This design comes from an exercise in tuning for small area on the open sky130 flow, not from production work. Only simulation tests tie the RTL to the original design; equivalence was not proved. Power figures rest on the tool's default switching activity, not on a simulated workload.

$ cat run.sh
#!/bin/bash
# synth_recipe.tcl (not shown) runs the flow's synth.tcl, then flattens the netlist and writes it again
# the make line also repeats each setting of config.mk as NAME=value (left out here)
make -C /OpenROAD-flow-scripts/flow DESIGN_CONFIG=/design/flow/config.mk WORK_HOME=/design/flow/orfs CLKGATE_MAP_FILE= SYNTH_SCRIPT=/design/flow/synth_recipe.tcl finish
$ cat config.mk
export PLATFORM = sky130hd
export DESIGN_NAME = MorseEncoder
export DESIGN_NICKNAME = MorseEncoder
export VERILOG_FILES = /design/flow/design.v
export SDC_FILE = /design/flow/constraint.sdc
export NUM_CORES = 4
export LEC_CHECK = 0
export CAP_MARGIN = 20
export CORE_MARGIN = 2
export CORE_UTILIZATION = 40
export SLEW_MARGIN = 20
$ cat constraint.sdc
create_clock -name core_clock -period 10.0 [get_ports {clk}]
set_input_delay 2.0000 -clock core_clock [delete_from_list [all_inputs] [get_ports {clk}]]
set_output_delay 2.0000 -clock core_clock [all_outputs]
set_load 0.01 [all_outputs]
$ cat design.v
module MorseEncoder(	
	input logic clk, 		
	input logic rst_n,
	input logic [4:0] address,
	output logic [7:0] read_data,
	input logic write_enable,
	input logic [7:0] write_data,
	output logic [6:0] leds
	);
	integer i;
	logic [2:0] current_state;
	logic [2:0] next_state;
	logic [2:0] IDLE, QUEUE_LOAD, QUEUE_CHECK, DOT, DASH, SHORT_DELAY, LONG_DELAY, FINISH;
	assign IDLE = 3'd0;
	assign QUEUE_LOAD = 3'd1;
	assign QUEUE_CHECK = 3'd2;
	assign DOT = 3'd3;
	assign DASH = 3'd4;
	assign SHORT_DELAY = 3'd5;
	assign LONG_DELAY = 3'd6;
	assign FINISH = 3'd7;
	logic [7:0] register [31:0];		 
	logic [4:0] index;					 
	logic [2:0] queue [0:5];			 
	logic [31:0] counter1;	 
	logic [31:0] counter2; 	 
	logic [31:0] counter3; 	 
	logic [31:0] counter4;	 
	always_ff @ (negedge rst_n or posedge clk) begin
		if (!rst_n) begin 
			current_state <= IDLE;
			index <= 5'd1;
			for (i=0; i<32; i=i+1) register[i] <= 8'd0;
			for (i=0; i<6; i=i+1) queue[i] <= 3'd0;
			counter1 <= 0;
			counter2 <= 0;
			counter3 <= 0;
			counter4 <= 0;
		end
		else begin 
			current_state <= next_state;
			case (current_state) 
				IDLE:
					begin
						index <= 5'd1;				 
						if (write_enable) begin						 
							register[address] <= write_data;
						end
						else begin 
							for (i=0; i<32; i=i+1) register[i] <= register[i];
						end
						for (i=0; i<6; i=i+1) queue[i] <= queue[i];
						counter1 <= 0;
						counter2 <= 0;
						counter3 <= 0;
						counter4 <= 0;
					end
				QUEUE_LOAD:
					begin
						index <= index;
						for (i=0; i<32; i=i+1) register[i] <= register[i];
						case (register[index])
							"0": {queue[0],queue[1],queue[2],queue[3],queue[4],queue[5]} <= {DASH,DASH,DASH,DASH,DASH,LONG_DELAY}; 	
							"1": {queue[0],queue[1],queue[2],queue[3],queue[4],queue[5]} <= {DOT,DASH,DASH,DASH,DASH,LONG_DELAY}; 		
							"2": {queue[0],queue[1],queue[2],queue[3],queue[4],queue[5]} <= {DOT,DOT,DASH,DASH,DASH,LONG_DELAY}; 		
							"3": {queue[0],queue[1],queue[2],queue[3],queue[4],queue[5]} <= {DOT,DOT,DOT,DASH,DASH,LONG_DELAY}; 		
							"4": {queue[0],queue[1],queue[2],queue[3],queue[4],queue[5]} <= {DOT,DOT,DOT,DOT,DASH,LONG_DELAY}; 		
							"5": {queue[0],queue[1],queue[2],queue[3],queue[4],queue[5]} <= {DOT,DOT,DOT,DOT,DOT,LONG_DELAY}; 			
							"6": {queue[0],queue[1],queue[2],queue[3],queue[4],queue[5]} <= {DASH,DOT,DOT,DOT,DOT,LONG_DELAY}; 		
							"7": {queue[0],queue[1],queue[2],queue[3],queue[4],queue[5]} <= {DASH,DASH,DOT,DOT,DOT,LONG_DELAY}; 		
							"8": {queue[0],queue[1],queue[2],queue[3],queue[4],queue[5]} <= {DASH,DASH,DASH,DOT,DOT,LONG_DELAY}; 		
							"9": {queue[0],queue[1],queue[2],queue[3],queue[4],queue[5]} <= {DASH,DASH,DASH,DASH,DOT,LONG_DELAY}; 		
							"E": {queue[0],queue[1],queue[2],queue[3],queue[4],queue[5]} <= {DOT,LONG_DELAY,3'd0,3'd0,3'd0,3'd0};								
							"T": {queue[0],queue[1],queue[2],queue[3],queue[4],queue[5]} <= {DASH,LONG_DELAY,3'd0,3'd0,3'd0,3'd0};								
							"A": {queue[0],queue[1],queue[2],queue[3],queue[4],queue[5]} <= {DOT,DASH,LONG_DELAY,3'd0,3'd0,3'd0};							
							"I": {queue[0],queue[1],queue[2],queue[3],queue[4],queue[5]} <= {DOT,DOT,LONG_DELAY,3'd0,3'd0,3'd0};							
							"M": {queue[0],queue[1],queue[2],queue[3],queue[4],queue[5]} <= {DASH,DASH,LONG_DELAY,3'd0,3'd0,3'd0};						
							"N": {queue[0],queue[1],queue[2],queue[3],queue[4],queue[5]} <= {DASH,DOT,LONG_DELAY,3'd0,3'd0,3'd0};							
							"D": {queue[0],queue[1],queue[2],queue[3],queue[4],queue[5]} <= {DASH,DOT,DOT,LONG_DELAY,3'd0,3'd0};					
							"G": {queue[0],queue[1],queue[2],queue[3],queue[4],queue[5]} <= {DASH,DASH,DOT,LONG_DELAY,3'd0,3'd0};					
							"K": {queue[0],queue[1],queue[2],queue[3],queue[4],queue[5]} <= {DASH,DOT,DASH,LONG_DELAY,3'd0,3'd0};					
							"O": {queue[0],queue[1],queue[2],queue[3],queue[4],queue[5]} <= {DASH,DASH,DASH,LONG_DELAY,3'd0,3'd0};					
							"R": {queue[0],queue[1],queue[2],queue[3],queue[4],queue[5]} <= {DOT,DASH,DOT,LONG_DELAY,3'd0,3'd0};					
							"S": {queue[0],queue[1],queue[2],queue[3],queue[4],queue[5]} <= {DOT,DOT,DOT,LONG_DELAY,3'd0,3'd0};						
							"U": {queue[0],queue[1],queue[2],queue[3],queue[4],queue[5]} <= {DOT,DOT,DASH,LONG_DELAY,3'd0,3'd0};					
							"W": {queue[0],queue[1],queue[2],queue[3],queue[4],queue[5]} <= {DOT,DASH,DASH,LONG_DELAY,3'd0,3'd0};					
							"B": {queue[0],queue[1],queue[2],queue[3],queue[4],queue[5]} <= {DASH,DOT,DOT,DOT,LONG_DELAY,3'd0};				
							"C": {queue[0],queue[1],queue[2],queue[3],queue[4],queue[5]} <= {DASH,DOT,DASH,DOT,LONG_DELAY,3'd0};				
							"F": {queue[0],queue[1],queue[2],queue[3],queue[4],queue[5]} <= {DOT,DOT,DASH,DOT,LONG_DELAY,3'd0};				
							"H": {queue[0],queue[1],queue[2],queue[3],queue[4],queue[5]} <= {DOT,DOT,DOT,DOT,LONG_DELAY,3'd0}; 				
							"J": {queue[0],queue[1],queue[2],queue[3],queue[4],queue[5]} <= {DOT,DASH,DASH,DASH,LONG_DELAY,3'd0}; 			
							"L": {queue[0],queue[1],queue[2],queue[3],queue[4],queue[5]} <= {DOT,DASH,DOT,DOT,LONG_DELAY,3'd0};				
							"P": {queue[0],queue[1],queue[2],queue[3],queue[4],queue[5]} <= {DOT,DASH,DASH,DOT,LONG_DELAY,3'd0};				
							"Q": {queue[0],queue[1],queue[2],queue[3],queue[4],queue[5]} <= {DASH,DASH,DOT,DASH,LONG_DELAY,3'd0};			
							"V": {queue[0],queue[1],queue[2],queue[3],queue[4],queue[5]} <= {DOT,DOT,DOT,DASH,LONG_DELAY,3'd0};				
							"X": {queue[0],queue[1],queue[2],queue[3],queue[4],queue[5]} <= {DASH,DOT,DOT,DASH,LONG_DELAY,3'd0};				
							"Y": {queue[0],queue[1],queue[2],queue[3],queue[4],queue[5]} <= {DASH,DOT,DASH,DASH,LONG_DELAY,3'd0};			
							"Z": {queue[0],queue[1],queue[2],queue[3],queue[4],queue[5]} <= {DASH,DASH,DOT,DOT,LONG_DELAY,3'd0};
							default: {queue[0],queue[1],queue[2],queue[3],queue[4],queue[5]} <= {FINISH,3'd0,3'd0,3'd0,3'd0,3'd0};
						endcase
						counter1 <= counter1;
						counter2 <= counter2;
						counter3 <= counter3;
						counter4 <= counter4;
					end
				QUEUE_CHECK:
					begin
						index <= index;
						for (i=0; i<32; i=i+1) register[i] <= register[i];
						for (i=0; i<6; i=i+1) queue[i] <= queue[i];
						counter1 <= 0;
						counter2 <= 0;
						counter3 <= 0;
						counter4 <= 0;
					end
				DOT:
					begin
						index <= index;
						for (i=0; i<32; i=i+1) register[i] <= register[i];
						for (i=0; i<6; i=i+1) queue[i] <= queue[i];
						counter1 <= counter1 + 1;
						counter2 <= counter2;
						counter3 <= counter3;
						counter4 <= counter4;
					end
				DASH:
					begin
						index <= index;
						for (i=0; i<32; i=i+1) register[i] <= register[i];
						for (i=0; i<6; i=i+1) queue[i] <= queue[i];
						counter1 <= counter1;
						counter2 <= counter2 + 1;
						counter3 <= counter3;
						counter4 <= counter4;
					end
				SHORT_DELAY:
					begin
						index <= index;
						for (i=0; i<32; i=i+1) register[i] <= register[i];
						if (counter3 == 0) begin 
							{queue[0],queue[1],queue[2],queue[3],queue[4],queue[5]} <= {queue[1],queue[2],queue[3],queue[4],queue[5],3'd0};
						end
						else begin 
							{queue[0],queue[1],queue[2],queue[3],queue[4],queue[5]} <= {queue[0],queue[1],queue[2],queue[3],queue[4],queue[5]};
						end					
						counter1 <= counter1;
						counter2 <= counter2;
						counter3 <= counter3 + 1;
						counter4 <= counter4;
					end
				LONG_DELAY:
					begin
						if(counter4 == 0) begin
							index <= index + 5'd1;		 
						end
						else begin 
							index <= index;
						end
						for (i=0; i<32; i=i+1) register[i] <= register[i];
						for (i=0; i<6; i=i+1) queue[i] <= queue[i];
						counter1 <= counter1;
						counter2 <= counter2;
						counter3 <= counter3;
						counter4 <= counter4 + 1;
					end
				FINISH:
					begin
						index <= 5'd1;
						for (i=0; i<32; i=i+1) register[i] <= 8'd0;				 
						for (i=0; i<6; i=i+1) queue[i] <= 3'd0;					 
						counter1 <= 0;
						counter2 <= 0;
						counter3 <= 0;
						counter4 <= 0;
					end
				default:
					begin
						index <= 5'd1;
						for (i=0; i<32; i=i+1) register[i] <= 8'd0;				
						for (i=0; i<6; i=i+1) queue[i] <= 3'd0;					 
						counter1 <= 0;
						counter2 <= 0;
						counter3 <= 0;
						counter4 <= 0;
					end
			endcase
		end	 
	end	 
	assign read_data = register[address];
	always_comb begin 
		case (current_state)
			IDLE:
				begin
					if (register[0] == 8'd1) begin			 
						next_state = QUEUE_LOAD;
					end
					else begin
						next_state = IDLE;
					end
					leds = 7'b0000000;
				end
			QUEUE_LOAD:
				begin
					if (index == 5'd0)	begin						 
						next_state = FINISH;
					end
					else begin 
						next_state = QUEUE_CHECK;
					end
					leds = 7'b0000000;
				end
			QUEUE_CHECK:
				begin
					case (queue[0]) 
						DOT: next_state = DOT;
						DASH: next_state = DASH;
						LONG_DELAY: next_state = LONG_DELAY;
						FINISH: next_state = FINISH;
						default: next_state = FINISH;
					endcase
					leds = 7'b0000000;
				end
			DOT:
				begin
					if(counter1 < 125) begin 
						next_state = DOT;
					end
					else begin
						next_state = SHORT_DELAY;
					end
					leds = 7'b1111111;
				end
			DASH:
				begin
					if(counter2 < 375) begin			 
						next_state = DASH;
					end
					else begin
						next_state = SHORT_DELAY;
					end
					leds = 7'b1111111;
				end
			SHORT_DELAY:
				begin
					if(counter3 < 125) begin 		 
						next_state = SHORT_DELAY;
					end
					else begin
						next_state = QUEUE_CHECK;
					end
					leds = 7'b0000000;
				end
			LONG_DELAY:
				begin
					if(counter4 < 250) begin 		 
						next_state = LONG_DELAY;
					end
					else begin
						next_state = QUEUE_LOAD;
					end
					leds = 7'b0000000;
				end
			FINISH:
				begin
					next_state = IDLE;
					leds = 7'b0000000;
				end
			default:
				begin
					next_state = FINISH;
					leds = 7'b0000000;
				end
		endcase
	end
endmodule
==> results.txt <==
- Critical path data required time: roughly 8.0 ns
- Final WL: 99.4 mm
- FF/Latch Area: 10200 um2
- Layout cells sized above 1: 0.0881
- I/O Buffers: 30
- Postcts setup bufs: 0
- Dpl cells: 3231
- Grt ovf: 0
- FFs w/ async S/R, synth: 1.00
- Final Util: 0.451
- Wl on met1: 39.4 mm
- Critical path fanouts, max: 9
- WL/cell: 30.0 um
- Area of the multi-input gates: about 11000 um2
- CP startpoint kind: primary input
- Pwr/cell area: between 200 and 300 nW/um2
- Final Critical Period: 7.59 ns
- # nets final: 2563
- Top area cells in the synthesized netlist: dfrtp_1 46%, o21ai_0 9.7%, nand2_1 7.1%
- Setup CP Type: in -> out
- Fin crit share: 0.759
- First-pass GRT wire length: 142 mm
- Syn nets: ~2.6k
- DR WL met2: 43.9 mm
- CTS Root Cell: clkbuf_16
- Clk sink count: 408
- Post-route insts no fill: 3317
- Die area: 57800 um2
- Slew Limit Fails: 0
- Post-Syn Instances: between 2k and 3k
- CTS clk-pin slew, worst paths: 0.05 ns
- Switching Power: 3.57 mW
- Routability cong.: approximately 1.0
- Share of the synthesized area in the top cell type: 0.456
- Synth area leader: dfrtp_1
- Most common cell after layout, fill and taps aside: o21ai_0
- Vias in the first global route: approximately 20k
- DR vias: 21.4k
- Die Ht: 240 um
- IO Count: 31
- Final setup fails: 0
- Initial core utilization: 0.405
- Post-cts hold buffer count: 0
- Core area: 55200 um2
- Pin count of the biggest net entering global routing: 146
- F_max: 132 MHz
- Mapped cell area: 22400 um2
- First-pass DRT Iterations: 8
- Setup crit end kind: output pin
- Power share of the clock group: 0.225
- Leakage: 10.0 nW
- Most frequent cells in the layout: 432 x o21ai_0, 417 x nand2_1, 404 x dfrtp_1
- Die Wd: approximately 240 um
- Clk buf depth: 3
- Number of buffers created by CTS: 47
- Sw Share: 0.482
- Residual DRC: 0
- Starting DRT DRC Count: 2476
- Critical Path AT: 5.59 ns
- Most used cell, CP: clkdlybuf4s50_1
- Met3 wire len: 7.75 mm
- Synth Area per Inst: slightly below 9 um2
- Initial antenna violation count: 3
- Worst path slowest cell: nor2_1
- Layout Skew: 0.0176 ns
- Internal power: between 3 and 4 mW
- Worst vdd ir: 162 uV
- H-tree depth: 2
- GRT Resource Usage Total: 0.343
- Synthesis Warnings: 3
- Reg power frac: 0.400
- Top Layer Used: met4
- Crit path cell chain: clkdlybuf4s50_1, or3b_2, nor2_1, a22o_1, a221oi_1, nand4_1, nor3_1, a21oi_1, clkdlybuf4s50_1
- Layout fillers: 5367
- Area growth syn-to-layout: 11.4%
- CTS resizes: 0
- Number of enable flip-flop cells after synthesis: 0
- Gate power share: 0.375
- Pwr Total: 7.40 mW
- Clock Latency Late Sink: 0.61 ns
- Status: no timing/DRC/antenna violations
- Maxcap violations: 0
- Final HPWL from detailed placement: 69.4 mm
- Hold Path Class: reg -> reg
- FF+latch count, synth: 408
- Worst path max stage delay: 0.93 ns
- Num rows: 86
- Total negative slack: 0 ns
- RSZ-0062 raised after global routing: false
- Register area share after synthesis: 0.457
- Ys flop type: dfrtp_1
- Via/cell ratio: about 6.5
- Rel. slew slack: 0.0852
- Unique masters post-synth: 90
- Tightest Pin Transition: 1.37 ns
- Final Hold Viols: 0
- Routed Antenna Nets: 0
- Clock tree from TritonCTS: built
## layer usage
| layer | GRT usage | vias to the layer above |
|---|---|---|
| met2 | 0.531 | 1114 |
| met4 | 0.250 | 0 |
| met3 | 0.0738 | 391 |
| li1 | - | 9409 |
| met1 | 0.424 | 10528 |
| met5 | 0 | - |
## cells in the mapped netlist (19+ instances only)
master      n
o21ai_0   433
nand2_1   421
dfrtp_1   407
nor2_1    175
clkbuf_1  134
a22oi_1    81
nand3_1    75
a21oi_1    71
nand4_1    58
a22o_1     57
a221oi_1   44
and3_1     39
nor3_1     37
nor4_1     37
a31oi_1    32
inv_1      30
mux2i_1    26
o21ai_1    26
o22ai_1    23
buf_2      21
o31ai_1    19
xor2_1     19
## registers in the layout, indices dropped and copies added (netlist names)
| signal | count |
|---|---|
| counter1 | 32 |
| counter2 | 32 |
| counter3 | 32 |
| counter4 | 32 |
| current_state | 3 |
| index | 5 |
| queue | 16 |
| register | 256 |
## logic make-up after synthesis
kind of cell,Yosys count,share of synthesized area
buffers and inverters,213,0.0428
and+or+nand+nor,954,0.200
adders and majority gates,15,0.00828
xor gates and xnor gates,37,0.0145
DFF,408,0.457
AOI/OAI and AO/OA,896,0.252
muxes,50,0.0256
## power groups by stage
stage               Combinational, mW  Clock, mW  Sequential [mW]
floorplan                        1.70          0             2.45
global placement                 2.62          0             2.95
detailed placement               2.69          0             2.92
CTS                              2.69       1.70             2.90
global route                     2.98       1.76             2.94
finish                           2.78       1.67             2.96
## critical path, delay by kind of cell
kind,cells,cell delay [ns]
buffers and inverters,2,1.26
and+or+nand+nor,4,1.73
AOI/OAI and AO/OA,3,0.59
## final timing paths
path	startpoint	end	slack [ns]	cells after the start
setup / recovery	address[2]	read_data[4]	2.41	9
hold / removal	queue[5][1]$_DFFE_PN0P_	queue[5][1]$_DFFE_PN0P_	0.47	2
setup reg to reg	index[4]$_DFFE_PN0P_	queue[3][2]$_DFFE_PN0P_	4.25	12
hold reg to reg	queue[5][1]$_DFFE_PN0P_	queue[5][1]$_DFFE_PN0P_	0.47	2
max in group asynchronous	rst_n	register[19][5]$_DFFE_PN0P_	6.55	3
min in group asynchronous	rst_n	counter3[22]$_DFFE_PN0P_	1.38	1
## final cells by class
type                       count  share of cell area
inverter                      32             0.00482
timing repair buffer          92              0.0315
antenna                        4            0.000402
tap                          748              0.0376
clock inverter                12             0.00407
sequential                   408               0.410
multi-input combinational   1952               0.458
clock buffer                  69              0.0538
## metrics by stage
| step | area [um2] | hold WS (ns) | setup WS [ns] |
|---|---|---|---|
| floorplan | 22400 | 0.439 | 4.30 |
| global placement | 23300 | 0.463 | 2.56 |
| detailed placement | 23400 | 0.460 | 2.57 |
| CTS | 24800 | 0.478 | 2.54 |
| global route | 24900 | 0.510 | 2.41 |
| finish | 24900 | 0.473 | 2.41 |

[separate check: timing with driven ports]
The results above use ideal ports. As a check the final layout listed here was re-extracted and re-timed, cells and wires unchanged. Step 1 (the two cells are an assumption about what drives the block):
set clk [get_ports {clk}]
set_driving_cell -lib_cell sky130_fd_sc_hd__clkbuf_16 $clk
set_driving_cell -lib_cell sky130_fd_sc_hd__buf_2 [delete_from_list [all_inputs] $clk]
Step 2 adds t to the input delays and takes it off the output delays; t is the mean of the earliest and latest rising clock arrival at the registers after step 1. Input paths then give back, and output paths get back, about the clock's delay inside the block. Three values: no drivers, after step 1, after step 2; two values: the first two.
t (ns): 0.665
setup WS [ns]: 2.412 / 2.322 / 2.322
hold slack, ns: 0.473 / 0.473 / 0.473
worst data-port slew with drivers (ns): 0.11
After both steps this run still meets setup and hold. The setup slack of this run moves by -0.090 ns with the drivers and by -0.090 ns with both steps.
